This design comes from an exercise in tuning for small area on the open sky130 flow, not from production work.
In this exercise RTL edits were held to simulation tests only and were not proved equivalent to the original.
No activity file was given, so power comes from the tool's default toggle rates.

==> design.v <==
`timescale 1ns / 1ps
module m68k_periph(
	input clk,
	input reset_n,
	input  [31:0] bus_addr,
	input  [15:0] bus_wdata,
	output [15:0] bus_rdata,
	input  bus_uds,
	input  bus_lds,
	input  bus_rw,
	output bus_ack,
	output [2:0] ipl_n,
	output tx,
	input rx,
	output [7:0] leds,
	output [17:0] ram_addr,
	input  [31:0] ram_data_read,
	output [31:0] ram_data_write,
	output ram_data_is_output,
	output [1:0] ram_ce_n,
	output [1:0] ram_ub_n,
	output [1:0] ram_lb_n,
	output [1:0] ram_we_n,
	output [1:0] ram_oe_n,
	input spi_miso,
	output spi_mosi,
	output spi_clk,
	output [2:0] spi_cs_n
);
	function [31:0] inc;
		input [31:0] x;
		integer i;
		reg c;
		begin
			c = 1'b1;
			for (i = 0; i < 32; i = i + 1) begin
				inc[i] = x[i] ^ c;
				c = c & x[i];
			end
		end
	endfunction
	wire uds = bus_uds;
	wire lds = bus_lds;
	wire rw = bus_rw;
	wire [15:0] wd = bus_wdata;
	wire [6:0] a71 = bus_addr[7:1];
	wire strobe = uds | lds;
	wire [15:0] wdr = wd & {16{reset_n}};  
	wire io_page = (bus_addr[31:20] == 12'h001) && (bus_addr[19:11] == 9'd0);
	wire sel_ram  = strobe && (bus_addr[31:20] == 12'h000);
	wire sel_uart = strobe && io_page && (bus_addr[10:8] == 3'd0);
	wire sel_leds = strobe && io_page && (bus_addr[10:8] == 3'd1);
	wire sel_spi  = strobe && io_page && (bus_addr[10:8] == 3'd2);
	wire sel_tmr  = strobe && io_page && (bus_addr[10:8] == 3'd3);
	wire sel_int  = strobe && io_page && (bus_addr[10:8] == 3'd4);
	wire sel_iack = strobe && (&bus_addr[31:4]);
	reg [1:0] ph;
	always @(posedge clk) begin
		if (~reset_n || ~strobe)
			ph <= 2'd0;
		else if (ph != 2'd3)
			ph <= { ph[1] ^ ph[0], ~ph[0] };
	end
	reg ram_rd;       
	reg ram_w0;       
	reg [3:0] ram_be_n;  
	wire [3:0] ram_be = ~ram_be_n;
	always @(posedge clk) begin
		ram_rd <= reset_n & sel_ram & rw & ~ph[1];
		ram_w0 <= reset_n & sel_ram & ~rw & (ph == 2'd0);
		ram_be_n <= ~({4{reset_n & sel_ram & ~rw}} &
			{ bus_addr[1] & uds, bus_addr[1] & lds, ~bus_addr[1] & uds, ~bus_addr[1] & lds });
	end
	wire ram_w1 = ram_w0 & (ram_be[3] | ram_be[2]);
	wire ram_w0b = ram_w0 & (ram_be[1] | ram_be[0]);
	assign ram_addr = bus_addr[19:2];
	assign ram_oe_n = {2{~ram_rd}};
	assign ram_we_n = { ~ram_w1, ~ram_w0b };
	assign ram_ce_n = { ~(ram_rd | ram_w1), ~(ram_rd | ram_w0b) };
	assign ram_ub_n = { ~(ram_rd | (ram_w0 & ram_be[3])), ~(ram_rd | (ram_w0 & ram_be[1])) };
	assign ram_lb_n = { ~(ram_rd | (ram_w0 & ram_be[2])), ~(ram_rd | (ram_w0 & ram_be[0])) };
	assign ram_data_is_output = ram_w0;
	reg [15:0] rd_n;    
	wire [15:0] rd = ~rd_n;
	assign ram_data_write = ~{
		{8{ram_be_n[3]}} | rd_n[15:8], {8{ram_be_n[2]}} | rd_n[7:0],
		{8{ram_be_n[1]}} | rd_n[15:8], {8{ram_be_n[0]}} | rd_n[7:0] };
	wire [15:0] ram_half = bus_addr[1] ? ram_data_read[31:16] : ram_data_read[15:0];
	localparam TICK = 7'd108;  
	localparam TX_IDLE = 4'd0, TX_STOP1 = 4'd1, TX_STOP2 = 4'd2, TX_LAST = 4'd3,
		TX_DONE = 4'd4, TX_LOAD = 4'd5, TX_START = 4'd7;  
	reg [6:0] baud;
	reg [3:0] txs;
	reg [7:0] tx_reg;
	wire tick = (baud == TICK);
	wire tx_idle = (txs == TX_IDLE) || (txs == TX_DONE);
	wire tx_active = ~tx_idle;
	wire tx_start = (txs == TX_LOAD);
	wire tx_send_tick = (txs == TX_DONE);
	always @(posedge clk) begin
		if (tx_start || tick)
			baud <= 7'd0;
		else
			baud <= inc(baud);
	end
	always @(posedge clk) begin
		if (~reset_n) begin
			txs <= TX_IDLE;
		end else if (tx_idle) begin
			txs <= (sel_uart & ~rw & (a71 == 7'd1) & lds) ? TX_LOAD : TX_IDLE;
		end else if (tx_start) begin
			tx_reg <= wd[7:0];
			txs <= TX_START;
		end else if (txs == TX_LAST) begin
			txs <= TX_DONE;
		end else if (tick) begin
			txs <= (txs == 4'd15) ? TX_STOP1 : inc(txs);
		end
	end
	assign tx = txs[3] ? tx_reg[txs[2:0]] : (txs != TX_START);
	localparam RX_IDLE = 4'd0, RX_AVAIL = 4'd1, RX_STOP = 4'd2, RX_BSTART = 4'd6, RX_START = 4'd7;
	reg [6:0] baud_rx;
	reg [3:0] rxs;
	reg [7:0] rx_reg;
	wire tick_rx = (baud_rx == TICK / 2);
	wire rx_idle = (rxs == RX_IDLE) || (rxs == RX_AVAIL);
	wire rx_avail_tick = (rxs == RX_AVAIL);
	wire baud_start = (rxs == RX_BSTART);
	always @(posedge clk) begin
		if (~reset_n || baud_start || baud_rx == TICK)
			baud_rx <= 7'd0;
		else
			baud_rx <= inc(baud_rx);
	end
	always @(posedge clk) begin
		if (~reset_n) begin
			rxs <= RX_IDLE;
			rx_reg <= 8'd0;
		end else if (rx_idle) begin
			rxs <= rx ? RX_IDLE : RX_BSTART;
		end else if (tick_rx) begin
			if (rxs == RX_START || rxs == RX_BSTART)
				rxs <= rx ? RX_IDLE : 4'd8;
			else if (rxs == RX_STOP)
				rxs <= rx ? RX_AVAIL : RX_IDLE;
			else begin
				rx_reg <= { rx, rx_reg[7:1] };
				rxs <= (rxs == 4'd15) ? RX_STOP : inc(rxs);
			end
		end else if (baud_start) begin
			rxs <= RX_START;
		end
	end
	reg [7:0] fb0, fb1, fb2, fb3;
	reg [1:0] rd_idx, wr_idx;
	reg fifo_ne;
	reg pop_now;      
	reg stat_read;    
	reg rx_ovf;
	wire fifo_full = (wr_idx == rd_idx) && fifo_ne;
	wire fifo_push = rx_avail_tick && ~fifo_full;
	wire fifo_pop = pop_now && fifo_ne && ~fifo_push;
	wire [1:0] rd_idx_next = { rd_idx[1] ^ rd_idx[0], ~rd_idx[0] };
	wire [7:0] fifo_out = rd_idx[1] ? (rd_idx[0] ? fb3 : fb2) : (rd_idx[0] ? fb1 : fb0);
	always @(posedge clk) begin
		if (~reset_n) begin
			rd_idx <= 2'd0;
			wr_idx <= 2'd0;
			fifo_ne <= 1'b0;
		end else if (fifo_push) begin
			wr_idx <= { wr_idx[1] ^ wr_idx[0], ~wr_idx[0] };
			fifo_ne <= 1'b1;
		end else if (fifo_pop) begin
			rd_idx <= rd_idx_next;
			fifo_ne <= (wr_idx != rd_idx_next);
		end
	end
	wire [7:0] fifo_din = {8{reset_n}} & rx_reg;
	always @(posedge clk) begin
		if (~reset_n || (fifo_push && wr_idx == 2'd0)) fb0 <= fifo_din;
		if (~reset_n || (fifo_push && wr_idx == 2'd1)) fb1 <= fifo_din;
		if (~reset_n || (fifo_push && wr_idx == 2'd2)) fb2 <= fifo_din;
		if (~reset_n || (fifo_push && wr_idx == 2'd3)) fb3 <= fifo_din;
	end
	always @(posedge clk) begin
		pop_now <= reset_n & sel_uart & rw & (a71 == 7'd1) & lds & (ph == 2'd0);
		stat_read <= reset_n & sel_uart & rw & (a71 == 7'd3) & lds;
	end
	always @(posedge clk) begin
		if (~reset_n || stat_read)
			rx_ovf <= 1'b0;
		else if (rx_avail_tick && fifo_full)
			rx_ovf <= 1'b1;
	end
	wire [7:0] uart_status = { 5'd0, rx_ovf, tx_active, fifo_ne };
	reg ack_uart;
	always @(posedge clk) begin
		ack_uart <= reset_n & (rw ? (a71[6:2] == 5'd0) :
			((a71 == 7'd0) | (a71 == 7'd2) | (a71 == 7'd3) | ((a71 == 7'd1) & sel_uart & ~tx_active)));
	end
	reg [7:0] leds_r;
	assign leds = leds_r;
	always @(posedge clk) begin
		if (~reset_n | (sel_leds & ~rw & (a71 == 7'd0) & uds))
			leds_r <= wdr[15:8];
	end
	reg [7:0] spi_cnt;
	reg [2:0] spi_div;
	reg [2:0] spi_cs;
	reg [8:0] spi_sr;   
	reg [3:0] spi_st;   
	reg spi_clk_r;
	wire spi_start = (spi_st == 4'd9);
	wire spi_active = (spi_st != 4'd0) && ~spi_start;
	wire sclk = spi_active & spi_cnt[spi_div];
	wire spi_pe = sclk & ~spi_clk_r;
	wire spi_ne = ~sclk & spi_clk_r;
	wire spi_wr_data = sel_spi & ~rw & (a71 == 7'd1) & lds & ~spi_active;
	wire spi_wr_ctl = sel_spi & ~rw & (a71 == 7'd3) & lds & ~spi_active;
	assign spi_clk = sclk;
	assign spi_mosi = spi_active & (spi_clk_r ? spi_sr[8] : spi_sr[7]);
	assign spi_cs_n = (spi_cs == 3'd1) ? 3'b110 :
	                  (spi_cs == 3'd2) ? 3'b101 :
	                  (spi_cs == 3'd3) ? 3'b011 : 3'b111;
	always @(posedge clk) begin
		spi_clk_r <= sclk;
	end
	always @(posedge clk) begin
		if (~reset_n | spi_wr_ctl) begin
			spi_div <= wdr[3:1];
			spi_cs <= wdr[6:4];
		end
	end
	always @(posedge clk) begin
		if (~reset_n)
			spi_cnt <= 8'd0;
		else if (spi_active)
			spi_cnt <= inc(spi_cnt);
	end
	always @(posedge clk) begin
		if (~reset_n)
			spi_st <= 4'd0;
		else if (spi_start)
			spi_st <= 4'd1;
		else if (~spi_active) begin
			if (spi_wr_data)
				spi_st <= 4'd9;
		end else if (spi_ne)
			spi_st <= (spi_st == 4'd8) ? 4'd0 : inc(spi_st);
	end
	always @(posedge clk) begin
		if (~reset_n)
			spi_sr <= 9'd0;
		else if (spi_wr_data)
			spi_sr[7:0] <= wd[7:0];
		else if (spi_pe)
			spi_sr <= { spi_sr[7:0], spi_miso };
	end
	reg ack_spi;
	always @(posedge clk) begin
		ack_spi <= reset_n & ((a71 == 7'd0) | (a71 == 7'd2) |
			((a71 == 7'd3) & (rw | (sel_spi & ~spi_active))) |
			((a71 == 7'd1) & sel_spi & ~spi_active));
	end
	reg [15:0] tcnt;
	reg [3:0] tdiv;
	reg ten;
	reg tclk_r;
	reg [31:0] cmp;
	reg [31:0] timer;
	reg tovf_r;
	reg [15:0] td;    
	wire tclk = tcnt[tdiv];
	wire ttick = tclk & ~tclk_r;
	wire teq = (timer == cmp);
	wire tovf = ten & teq;
	wire tmr_int = tovf & ~tovf_r;
	wire tw = sel_tmr & ~rw;
	always @(posedge clk) begin
		tclk_r <= tclk;
		tovf_r <= tovf;
	end
	always @(posedge clk) begin
		if (~reset_n | (tw & (a71 == 7'd5) & lds))
			{ tdiv, ten } <= wdr[4:0];
	end
	always @(posedge clk) begin
		if (~reset_n)
			tcnt <= 16'd0;
		else if (ten)
			tcnt <= inc(tcnt);
	end
	always @(posedge clk) begin
		if (~reset_n | (tw & (a71 == 7'd2) & uds)) cmp[31:24] <= wdr[15:8];
		if (~reset_n | (tw & (a71 == 7'd2) & lds)) cmp[23:16] <= wdr[7:0];
		if (~reset_n | (tw & (a71 == 7'd3) & uds)) cmp[15:8] <= wdr[15:8];
		if (~reset_n | (tw & (a71 == 7'd3) & lds)) cmp[7:0] <= wdr[7:0];
	end
	wire tinc = ten & ttick;
	wire [31:0] timer_inc = inc(timer) & {32{reset_n & ~teq}};
	wire [31:0] timer_d = tinc ? timer_inc : { wdr, wdr };
	always @(posedge clk) begin
		if (~reset_n | tinc | (tw & (a71 == 7'd0) & uds)) timer[31:24] <= timer_d[31:24];
		if (~reset_n | tinc | (tw & (a71 == 7'd0) & lds)) timer[23:16] <= timer_d[23:16];
		if (~reset_n | tinc | (tw & (a71 == 7'd1) & uds)) timer[15:8] <= timer_d[15:8];
		if (~reset_n | tinc | (tw & (a71 == 7'd1) & lds)) timer[7:0] <= timer_d[7:0];
	end
	reg [7:0] td_src_hi, td_src_lo;
	always @(*) begin
		case (a71[2:0])
			3'd0: begin td_src_hi = timer[31:24]; td_src_lo = timer[23:16]; end
			3'd1: begin td_src_hi = timer[15:8];  td_src_lo = timer[7:0];   end
			3'd2: begin td_src_hi = cmp[31:24];   td_src_lo = cmp[23:16];   end
			3'd3: begin td_src_hi = cmp[15:8];    td_src_lo = cmp[7:0];     end
			3'd4: begin td_src_hi = 8'd1;         td_src_lo = 8'd2;         end
			default: begin td_src_hi = 8'd3;      td_src_lo = 8'd4;         end
		endcase
	end
	wire td_ld = sel_tmr & rw & (a71[6:3] == 4'd0) & ~(a71[2] & a71[1]);
	wire [15:0] td_next = {
		(td_ld & uds) ? td_src_hi : td[15:8],
		(td_ld & lds) ? td_src_lo : td[7:0] } & {16{reset_n}};
	always @(posedge clk) begin
		td <= td_next;
	end
	reg gie;
	reg [7:0] int_en;
	reg [7:0] int_status;
	wire [2:0] interrupts = { tx_send_tick, rx_avail_tick, tmr_int };
	wire iw = sel_int & ~rw & lds;
	always @(posedge clk) begin
		if (~reset_n | (iw & (a71 == 7'd1))) gie <= wdr[0];
		if (~reset_n | (iw & (a71 == 7'd3))) int_en <= wdr[7:0];
	end
	always @(posedge clk) begin
		if (~reset_n)
			int_status <= 8'd0;
		else if (gie && (interrupts != 3'd0))
			int_status[2:0] <= int_status[2:0] | (int_en[2:0] & interrupts);
		else if (iw & (a71 == 7'd5))
			int_status <= wd[7:0];
	end
	wire [2:0] int_masked = int_en[2:0] & int_status[2:0];
	assign ipl_n = ~gie ? 3'b111 :
		(int_masked[0] | int_masked[1]) ? 3'd6 :
		int_masked[2] ? 3'd5 : 3'b111;
	reg ack_int;
	always @(posedge clk) begin
		ack_int <= reset_n & (a71[6:3] == 4'd0) & ~(a71[2] & a71[1]);
	end
	wire s_ram_cap  = reset_n & sel_ram & rw & ~ph[1];
	wire s_ram_hold = reset_n & sel_ram & rw & ph[1];
	wire s_ram_wr   = reset_n & sel_ram & ~rw;
	wire s_u1 = reset_n & sel_uart & ~a71[1] & a71[0];
	wire s_u3 = reset_n & sel_uart & a71[1] & a71[0];
	wire s_l  = reset_n & sel_leds;
	wire s_s1 = reset_n & sel_spi & ~a71[1] & a71[0];
	wire s_s3 = reset_n & sel_spi & a71[1] & a71[0];
	wire s_i1 = reset_n & sel_int & ~a71[2] & ~a71[1] & a71[0];
	wire s_i3 = reset_n & sel_int & ~a71[2] & a71[1] & a71[0];
	wire s_i5 = reset_n & sel_int & a71[2] & a71[0];
	always @(posedge clk) begin
		rd_n <= ~(({16{s_ram_cap}} & ram_half) |
		      ({16{s_ram_hold}} & rd) |
		      ({16{s_ram_wr}} & wd) |
		      ({16{sel_tmr}} & td_next) |
		      { {8{s_l}} & leds_r,
		        ({8{s_u1}} & fifo_out) |
		        ({8{s_u3}} & uart_status) |
		        ({8{s_s1}} & spi_sr[7:0]) |
		        ({8{s_s3}} & { 1'b0, spi_cs, spi_div, spi_active }) |
		        ({8{s_i1}} & { 7'd0, gie }) |
		        ({8{s_i3}} & int_en) |
		        ({8{s_i5}} & int_status) });
	end
	assign bus_rdata = rd;
	assign bus_ack =
		sel_ram  ? (rw ? (ph == 2'd3) : ph[1]) :
		sel_uart ? ack_uart :
		sel_leds ? ((ph != 2'd0) & (a71 == 7'd0)) :
		sel_spi  ? ack_spi :
		sel_tmr  ? (ph != 2'd0) :
		sel_int  ? ack_int :
		sel_iack;
endmodule
==> flow/run.sh <==
#!/bin/bash
# The standard ORFS layout with these changes:
#  - synthesis: no prefix-adder extra map, no adder extraction, an
#    area-oriented ABC script (flow/abc.script) and no buffers on
#    pass-through wires; registers are mapped exactly as in the standard
#    synthesis (dfflibmap runs before ABC, which only remaps combinational
#    logic);
#  - port buffers are sky130_fd_sc_hd__buf_1;
#  - clock tree: clusters of at most 9 sinks on clkbuf_4, no dummy loads.
# ORFS's full output goes to orfs_make.log, each step's log to orfs/logs/.
set -euo pipefail
W=$(pwd)
{
  head -n 1 synth_recipe.tcl
  cat <<'EOT'
proc abc {args} {
  set i [lsearch -exact $args -script]
  if {$i >= 0} { lset args [expr {$i + 1}] $::env(MY_ABC_SCRIPT) }
  yosys abc {*}$args
}
EOT
  tail -n +2 synth_recipe.tcl
} > my_synth.tcl
export MY_ABC_SCRIPT="$W/flow/abc.script"
export BUFFER_PORTS_ARGS="-buffer_cell sky130_fd_sc_hd__buf_1"
export CTS_ARGS="-sink_clustering_enable -repair_clock_nets -dont_use_dummy_load -sink_clustering_size 9 -sink_clustering_max_diameter 60 -buf_list {sky130_fd_sc_hd__clkbuf_4}"
bash standard.sh SYNTH_SCRIPT="$W/my_synth.tcl" SYNTH_OPERATIONS_ARGS=-noshare ADDER_MAP_FILE= SYNTH_INSBUF=0 finish > orfs_make.log 2>&1
==> flow/abc.script <==
strash
ifraig
scorr
dc2
strash
&get -n
&dch -f
&nf -R 1000
&put
==> standard.sh <==
#!/bin/bash
# synth_recipe.tcl (not shown) runs the flow's synth.tcl, then flattens the netlist and writes it again
# the make line also repeats each setting of config.mk as NAME=value (left out here)
make -C /OpenROAD-flow-scripts/flow DESIGN_CONFIG=/design/flow/config.mk WORK_HOME=/design/flow/orfs CLKGATE_MAP_FILE= SYNTH_SCRIPT=/design/flow/synth_recipe.tcl "${@:-finish}"
==> config.mk <==
export PLATFORM = sky130hd
export DESIGN_NAME = m68k_periph
export DESIGN_NICKNAME = m68k_periph
export VERILOG_FILES = /design/flow/design.v
export SDC_FILE = /design/flow/constraint.sdc
export NUM_CORES = 4
export LEC_CHECK = 0
export CAP_MARGIN = 5
export CORE_MARGIN = 2
export CORE_UTILIZATION = 40
export GPL_TIMING_DRIVEN = 0
export SLEW_MARGIN = 5
==> constraint.sdc <==
create_clock -name core_clock -period 10.0 [get_ports {clk}]
set_input_delay 2.0000 -clock core_clock [delete_from_list [all_inputs] [get_ports {clk}]]
set_output_delay 2.0000 -clock core_clock [all_outputs]
set_load 0.01 [all_outputs]
==> results of run 1 <==
Yosys cell counts, types with 2 or more instances:
master	count	area, sq um
edfxtp_1	132	3960
nor2_1	132	495
dfxtp_1	129	2580
nand2_1	114	428
a21oi_1	99	495
o21ai_0	72	360
a22oi_1	44	330
clkinv_1	39	146
nand3_1	38	190
nor3_1	37	185
and3_1	34	213
and2_0	29	181
a31oi_1	23	144
mux2i_1	23	230
o31ai_1	23	173
xnor2_1	23	201
xor2_1	22	193
a222oi_1	18	180
nand4_1	17	106
nor4_1	16	100
nor2b_1	14	87.6
o211ai_1	11	82.6
mux4_2	7	158
a221oi_1	6	52.6
a211oi_1	5	37.5
or3_1	5	31.3
or4_1	5	37.5
nor3b_1	4	30.0
and4_1	3	26.3
mux2_1	3	33.8
nand2b_1	3	18.8
o2111ai_1	3	26.3
a22o_1	2	17.5
a41oi_1	2	17.5
nand4b_1	2	17.5
nor4bb_1	2	20.0
o211a_1	2	20.0
o21a_1	2	15.0
o221a_1	2	22.5
o221ai_1	2	17.5
or2_0	2	12.5
worst max-delay path: cells and delay by family:
| kind | cells | cell delay (ns) |
|---|---|---|
| and+or+nand+nor | 5 | 1.46 |
| AOI/OAI and AO/OA | 2 | 0.31 |
| buffers and inverters | 2 | 0.64 |
placed cells by master (no fill, tap or decap), types with 22 or more instances in the layout:
cell type | Yosys | final
buf_1 | 0 | 177
and3_1 | 34 | 34
a22oi_1 | 44 | 44
nor2_1 | 132 | 129
and2_0 | 29 | 29
o21ai_0 | 72 | 71
mux2i_1 | 23 | 23
nand3_1 | 38 | 38
a21oi_1 | 99 | 99
a31oi_1 | 23 | 23
xnor2_1 | 23 | 23
nor3_1 | 37 | 36
clkbuf_4 | 0 | 35
edfxtp_1 | 132 | 132
xor2_1 | 22 | 22
clkinv_1 | 39 | 38
dfxtp_1 | 129 | 129
nand2_1 | 114 | 114
cell families after synthesis:
group | Yosys count
xor+xnor | 45
mux | 33
flops | 261
other cells | 1
simple gates | 460
buf+inv | 39
compound gates | 325
area by class of cell:
class	instances	share of cell area
Sequential cell	261	0.490
Multi-Input combinational cell	864	0.384
Timing Repair Buffer	187	0.0591
Tap cell	384	0.0360
Clock buffer	35	0.0197
Inverter	39	0.0110
Antenna cell	1	0.000187
path summary, 6_finish.rpt:
path | startpoint | to | slack, ns
setup reg to reg | timer[2] | timer[30] | 5.03
setup / recovery | bus_lds | bus_ack | 3.58
hold reg to reg | stat_read | rx_ovf | 0.45
hold / removal | stat_read | rx_ovf | 0.45
per-layer routing:
layer / vias to the layer above / part of all wire / GRT usage
met4: 0 / 0.036 / 0.0954
met5: - / 0 / 0
met2: 395 / 0.47 / 0.364
met1: 5076 / 0.43 / 0.319
li1: 4877 / - / -
met3: 88 / 0.071 / 0.0333
through the flow:
step	area, sq um	total power (W)	hold WS (ns)	utilization
final	13400	0.00186	0.447	0.463
after global routing	13400	0.00193	0.439	0.463
after CTS	13400	0.00187	0.437	0.463
after detailed placement	13100	0.00138	0.415	0.454
after global placement	12900	0.00137	0.428	0.448
after floorplan	11800	0.00129	0.368	-
report_power, final:
| group | switching (W) | total, W | internal, W |
|---|---|---|---|
| Combinational | 0.000100 | 0.000152 | 0.0000515 |
| Sequential | 0.0000380 | 0.00120 | 0.00117 |
| Clock | 0.000342 | 0.000504 | 0.000162 |
| Total | 0.000480 | 0.00186 | 0.00138 |
==> reports/results.txt, run 1 <==
Overall routing resource usage: 0.231
Class of the most critical hold timing path: register to register
Horizontal die dimension: 176 um
Number of iterations in the first detailed-routing pass: 6
CP max FO: 9
Primary FF master, synth: edfxtp_1
Count of flip-flops with a built-in enable after synthesis: 132
Floorplan die area: 30,900 sq um
Max Freq: 156 MHz
Count of cells resized by post-cts repair: 0
Number of distinct library cells after synthesis: 54
Antenna violations before repair: 1
Weighted congestion reported at the end of routability-driven placement: 0.865
Buffers from clock root to sink, at most: 3
Count of port buffers added during placement: 179
Share of synthesized cell area in and, or, nand and nor gates: 0.187
Area taken by flip-flops and latches: 6550 sq um
WL/cell: 20.6 um
Max VDD drop: 0.000100 V
Post-synthesis mux area share: 0.0358
Final critical-path required period: 6.42 ns
Worst Slack Setup Final: 3.58 ns
Violation count after the first detailed-route iteration: 1,127
Largest net degree at the start of global routing: 54
Final Max Tran Viols: 0
Compound-cell area share of the yosys netlist: 0.176
Power density normalized to cell area: 139 nW/um^2
Remaining global-route overflow: 0
Fraction of the yosys area taken by sequential cells: 0.555
Result of the run: finished clean
Kind of launch point of the worst setup path: input pin
Transition time of the tightest slew-check pin: 1.33 ns
Number of post-CTS setup repair buffers: 0
Clock tree from TritonCTS: done
Clock edge transition at the registers on the reported setup and hold paths: 0.09 ns
Relative slew margins: 0.109
Root Driver: clkbuf_4
Area growth, synth to finish: 13.4%
Leakage component of the power: 4.46 nW
Cts-stage hold buffer count: 0
Syn Inst Count: 1,164
Drt drc: 0
Routed WL: 36,500 um
CTS H-tree depth: 2
Starting Density: 0.409
Row count: 62
Area of combinational cells with multiple inputs: 5130 sq um
Crit. End Element: output port
Antenna violation net count after detailed routing: 0
Synthesized netlist net count: 1,251
Unrepaired setup endpoints after global routing: false
Syn Area/Cell: 10.1 sq um
Signal arrival time at the worst endpoint: 4.42 ns
Number of clock sinks: 261
Final Skew: 0.0623 ns
Final setup TNS: 0 ns
HPWL after detailed placement: 26,700 um
Layout fillers: 2,800
Delay of the slowest cell on the worst path: 0.53 ns
Number of clock buffers inserted by TritonCTS: 35
Largest family of logic cells by synthesized area: simple AND/OR/NAND/NOR gates
Worst-skew pair later-pin latency: 0.64 ns
Count of synthesis-stage warnings from yosys: 1
Data required, critical path: 8.00 ns
Count of cells along the worst hold path: 1
Final hold violation count: 0
Post-synthesis instance area: 11,800 sq um
Ratio of cells with drive above 1 in the final layout: 0.0447
Vias after detailed routing: 10,436
Ordered cell list for the critical path: buf_1 > nor2_1 > nand4b_1 > nor2b_1 > nor2b_1 > nand3_1 > a21oi_1 > a211o_1 > buf_1
Num ports: 182
Post-synthesis xor/xnor area fraction: 0.0334
First-pass GRT wire length: 54,800 um
Yosys reg bits: 261
Setup violations, final: 0
Max_cap viols: 0
Registers with the highest flip-flop counts: cmp (32), timer (32)
Arithmetic-cell share of the synthesized area counting full adders, half adders and majority gates: 0
Placed cell count: 1,735
Slowest CP cell: nor2b_1
Total Nets Final: 1,475
Final worst-path cycle share: 0.642
Die Ht: 176 um
Core ar.: 28,900 sq um
Pre-CTS setup slack: 3.59 ns
Vias per std cell: 5.89
Asr flop ratio synth: 0
Critical path type: input pin to output port
Vias in the first global route: 9,504
Final Non-Filler Cells: 1,771
Cell depth of the worst flop-to-flop path: 18
==> inputs of run 2 (changes only) <==
--- a/config.mk
+++ b/config.mk
@@ -6,7 +6,7 @@
 export NUM_CORES = 4
 export LEC_CHECK = 0
-export CAP_MARGIN = 5
+export CAP_MARGIN = 20
 export CORE_MARGIN = 2
 export CORE_UTILIZATION = 40
 export GPL_TIMING_DRIVEN = 0
-export SLEW_MARGIN = 5
+export SLEW_MARGIN = 20
==> reports/results.txt, run 2 <==
Result of the run: finished clean
First-pass GRT wire length: 54,800 um (+0.11%)
Final Skew: 0.0526 ns (-0.00973 ns)
Crit path depth: 9 (unchanged)
Remaining global-route overflow: 0 (unchanged)
Antenna violations before repair: 1 (unchanged)
Kind of cell adding the most delay to the critical path: simple AND/OR/NAND/NOR gates
WL/cell: 20.5 um (-0.71%)
Count of cells resized by post-cts repair: 0 (unchanged)
Overall routing resource usage: 0.230 (-0.000298)
Transition time of the tightest slew-check pin: 1.15 ns (-0.181 ns)
Antenna violation net count after detailed routing: 0 (unchanged)
Most common library cell in the layout ignoring fill and taps: buf_1
Fraction of power spent switching nets: 0.258 (-0.000369)
Buffers from clock root to sink, at most: 3 (unchanged)
Worst hold slack: 0.441 ns (-0.00586 ns)
Combinational fraction of design power: 0.082 (about the same)
Area growth, synth to finish: 13.8%
Beginning of the critical path: bus_lds
Syn Inst Count: 1,164 (unchanged)
Violation count after the first detailed-route iteration: 1,122 (-0.44%)
Count of flip-flops with a built-in enable after synthesis: 132 (unchanged)
Die Ht: 176 um (unchanged)
Number of post-CTS setup repair buffers: 0 (unchanged)
Delay of the slowest cell on the worst path: 0.51 ns (-0.02 ns)
Kind of launch point of the worst setup path: input pin
Commonest cells after routing, fill and taps aside: buf_1, edfxtp_1, dfxtp_1
Max Freq: 157 MHz (+1.0%)
Final worst-path cycle share: 0.636 (-0.00654)
Row count: 62 (unchanged)
Worst Slack Setup Final: 3.64 ns (+0.0654 ns)
Number of iterations in the first detailed-routing pass: 7 (+1)
Final critical-path required period: 6.36 ns (-0.0654 ns)
Slowest CP cell: nor2b_1
Crit. End Element: output port
Total Nets Final: 1,476 (+0.068%)
Crit path buf inv count: 2 (unchanged)
Internal power contribution: 0.00138 W (about the same)
Clock tree from TritonCTS: done
Reg-to-reg slack, setup: 5.07 ns (+0.04 ns)
Power density normalized to cell area: 139 nW/um^2 (-0.34%)
Worst-skew pair later-pin latency: 0.65 ns (about the same)
Clock share of power: 0.271 (about the same)
Synth top area cells: edfxtp_1, dfxtp_1, a21oi_1, nor2_1, nand2_1
Worst reg2reg path endpoint: timer[30]
CTS H-tree depth: 2 (unchanged)
Setup violations, final: 0 (unchanged)
Core ar.: 28,900 sq um (unchanged)
Number of clock buffers inserted by TritonCTS: 35 (unchanged)
Cts-stage hold buffer count: 0 (unchanged)
Horizontal die dimension: 176 um (unchanged)
Max_cap viols: 0 (unchanged)
Post-synthesis instance area: 11,800 sq um (unchanged)
Floorplan die area: 30,900 sq um (unchanged)
Relative slew margins: 0.227 (+0.118)
End point of the critical path: bus_ack
Yosys reg bits: 261 (unchanged)
Critical path type: input pin to output port
Drt drc: 0 (unchanged)
Number of distinct library cells after synthesis: 54 (unchanged)
Post-route core utilization: 0.465 (+0.00165)
Fraction of the yosys area taken by sequential cells: 0.555 (unchanged)
Routed WL: 36,400 um (-0.49%)
Vias after detailed routing: 10,283 (-1.5%)
Final Max Tran Viols: 0 (unchanged)
Portion of synthesized cell area occupied by the leading cell type: 0.336 (unchanged)
Signal arrival time at the worst endpoint: 4.36 ns (-0.06 ns)
Final setup TNS: 0 ns (unchanged)
Worst flop-to-flop path startpoint: timer[0]
Ratio of cells with drive above 1 in the final layout: 0.0490 (+0.00429)
HPWL after detailed placement: 26,800 um (+0.26%)
Part of the total power dissipated in sequential elements: 0.647 (about the same)
Most frequent cells after synthesis: edfxtp_1, nor2_1, dfxtp_1, nand2_1, a21oi_1
Pre-CTS setup slack: 3.64 ns (+0.0573 ns)
Asr flop ratio synth: 0 (unchanged)
Count of synthesis-stage warnings from yosys: 1 (unchanged)
Cell depth of the worst flop-to-flop path: 18 (unchanged)
Class of the most critical hold timing path: register to register
Placed cell count: 1,736 (+0.058%)
Biggest area consumer among synthesized cells: edfxtp_1
Starting Density: 0.409 (unchanged)
Registers with the highest flip-flop counts: cmp (32), timer (32)
Primary FF master, synth: edfxtp_1
Clock edge transition at the registers on the reported setup and hold paths: 0.10 ns (about the same)
Switching power total: 0.000480 W (-0.12%)
Unrepaired setup endpoints after global routing: false
Root Driver: clkbuf_4
Syn Area/Cell: 10.1 sq um (unchanged)
Largest net degree at the start of global routing: 44 (-19%)
Data required, critical path: 8.00 ns (about the same)
Vias in the first global route: 9,456 (-0.51%)
Weighted congestion reported at the end of routability-driven placement: 0.865 (unchanged)
CP max FO: 9 (unchanged)
Final hold violation count: 0 (unchanged)
Max VDD drop: 0.0000978 V (-2.5%)
Ordered cell list for the critical path: buf_1 > nor2_1 > nand4b_1 > nor2b_1 > nor2b_1 > nand3_1 > a21oi_1 > a211o_1 > buf_1
Layout fillers: 2,802 (+0.071%)
Final Non-Filler Cells: 1,775 (+0.23%)
Num ports: 182 (unchanged)
Vias per std cell: 5.79 (-1.7%)
Number of clock sinks: 261 (unchanged)
Synthesized netlist net count: 1,251 (unchanged)
Count of port buffers added during placement: 179 (unchanged)
Leakage component of the power: 4.47 nW (+0.27%)
## run 2: worst register-to-register path: cells and delay by family (launching register included)
kind | cells | cell delay, ns
AO/OA/AOI/OAI | 2 | 0.21
AND/OR/NAND/NOR | 16 | 4.00
flip-flops | 1 | 0.49
## run 2: worst min-delay path by stage
stage	start	endpoint	slack [ns]	depth (start not counted)
global route	stat_read	rx_ovf	0.43	1
global placement	stat_read	rx_ovf	0.43	1
CTS	stat_read	rx_ovf	0.43	1
floorplan	stat_read	rx_ovf	0.37	1
finish	stat_read	rx_ovf	0.44	1
detailed placement	stat_read	rx_ovf	0.42	1
## run 2: per-stage QoR
stage,cell area [sq um],total power [W]
CTS,13400,0.00187
global route,13400,0.00194
detailed placement,13100,0.00138
finish,13400,0.00186
global placement,12900,0.00137
floorplan,11800,0.00129
## run 2: power groups by stage
stage,Sequential (W),Clock (W),Combinational [W]
finish,0.00120,0.000503,0.000153
detailed placement,0.00123,0,0.000152
CTS,0.00120,0.000515,0.000152
floorplan,0.00122,0,0.0000717
global placement,0.00123,0,0.000145
global route,0.00121,0.000562,0.000166
## run 2: area by class of cell
cell class / instances / area [sq um] / share of cell area
tap: 384 / 480 / 0.0358
timing repair buffer: 188 / 806 / 0.0601
sequential: 261 / 6550 / 0.488
multi-input combinational: 864 / 5160 / 0.385
antenna: 4 / 10.0 / 0.000746
inverter: 39 / 148 / 0.0110
clock buffer: 35 / 263 / 0.0196
## run 2: cell families (layout without fill, tap and decap cells)
group	after synthesis	count (layout)	share of synthesized area
and+or+nand+nor	460	460	0.187
AOI/OAI and AO/OA	325	325	0.176
DFF	261	261	0.555
xor gates and xnor gates	45	45	0.0334
buffers and inverters	39	262	0.0124
muxes	33	33	0.0358
other	1	5	0.000318
## run 2: routing by layer
layer | share of wire | global-route usage
met1 | 0.44 | 0.319
met2 | 0.48 | 0.368
met3 | 0.063 | 0.0377
met4 | 0.022 | 0.0785
met5 | 0 | 0

==> re-timing with driven ports <==
How much do the figures lean on ideal ports? The routed layouts below were timed once more, with nothing changed but the port constraints.
Step 1 (the two cells are an assumption about what drives the block):
set clk [get_ports {clk}]
set_driving_cell -lib_cell sky130_fd_sc_hd__clkbuf_16 $clk
set_driving_cell -lib_cell sky130_fd_sc_hd__buf_2 [delete_from_list [all_inputs] $clk]
Step 2 times the ports against the registers' clock, not the clock port: input delays grow and output delays shrink by t, the midpoint of the rising clock arrivals with the driver on.
Slacks: ideal / step 1 / step 2; pairs: ideal / step 1.
| run | t (ns) | slack for setup (ns) | latest minus earliest clock arrival (ns) | slew at the worst register clock pin (ns) | worst data-port slew with drivers (ns) |
|---|---|---|---|---|---|
| run 1 | 0.659 | 3.577 / 3.551 / 3.551 | 0.063 / 0.062 | 0.11 / 0.11 | 0.04 |
| run 2 | 0.665 | 3.643 / 3.614 / 3.614 | 0.053 / 0.053 | 0.10 / 0.10 | 0.04 |
After both steps setup and hold are still met in every run listed. For run 2, which loses most, drivers alone change the setup slack by -0.029 ns; drivers and shift together by -0.029 ns.
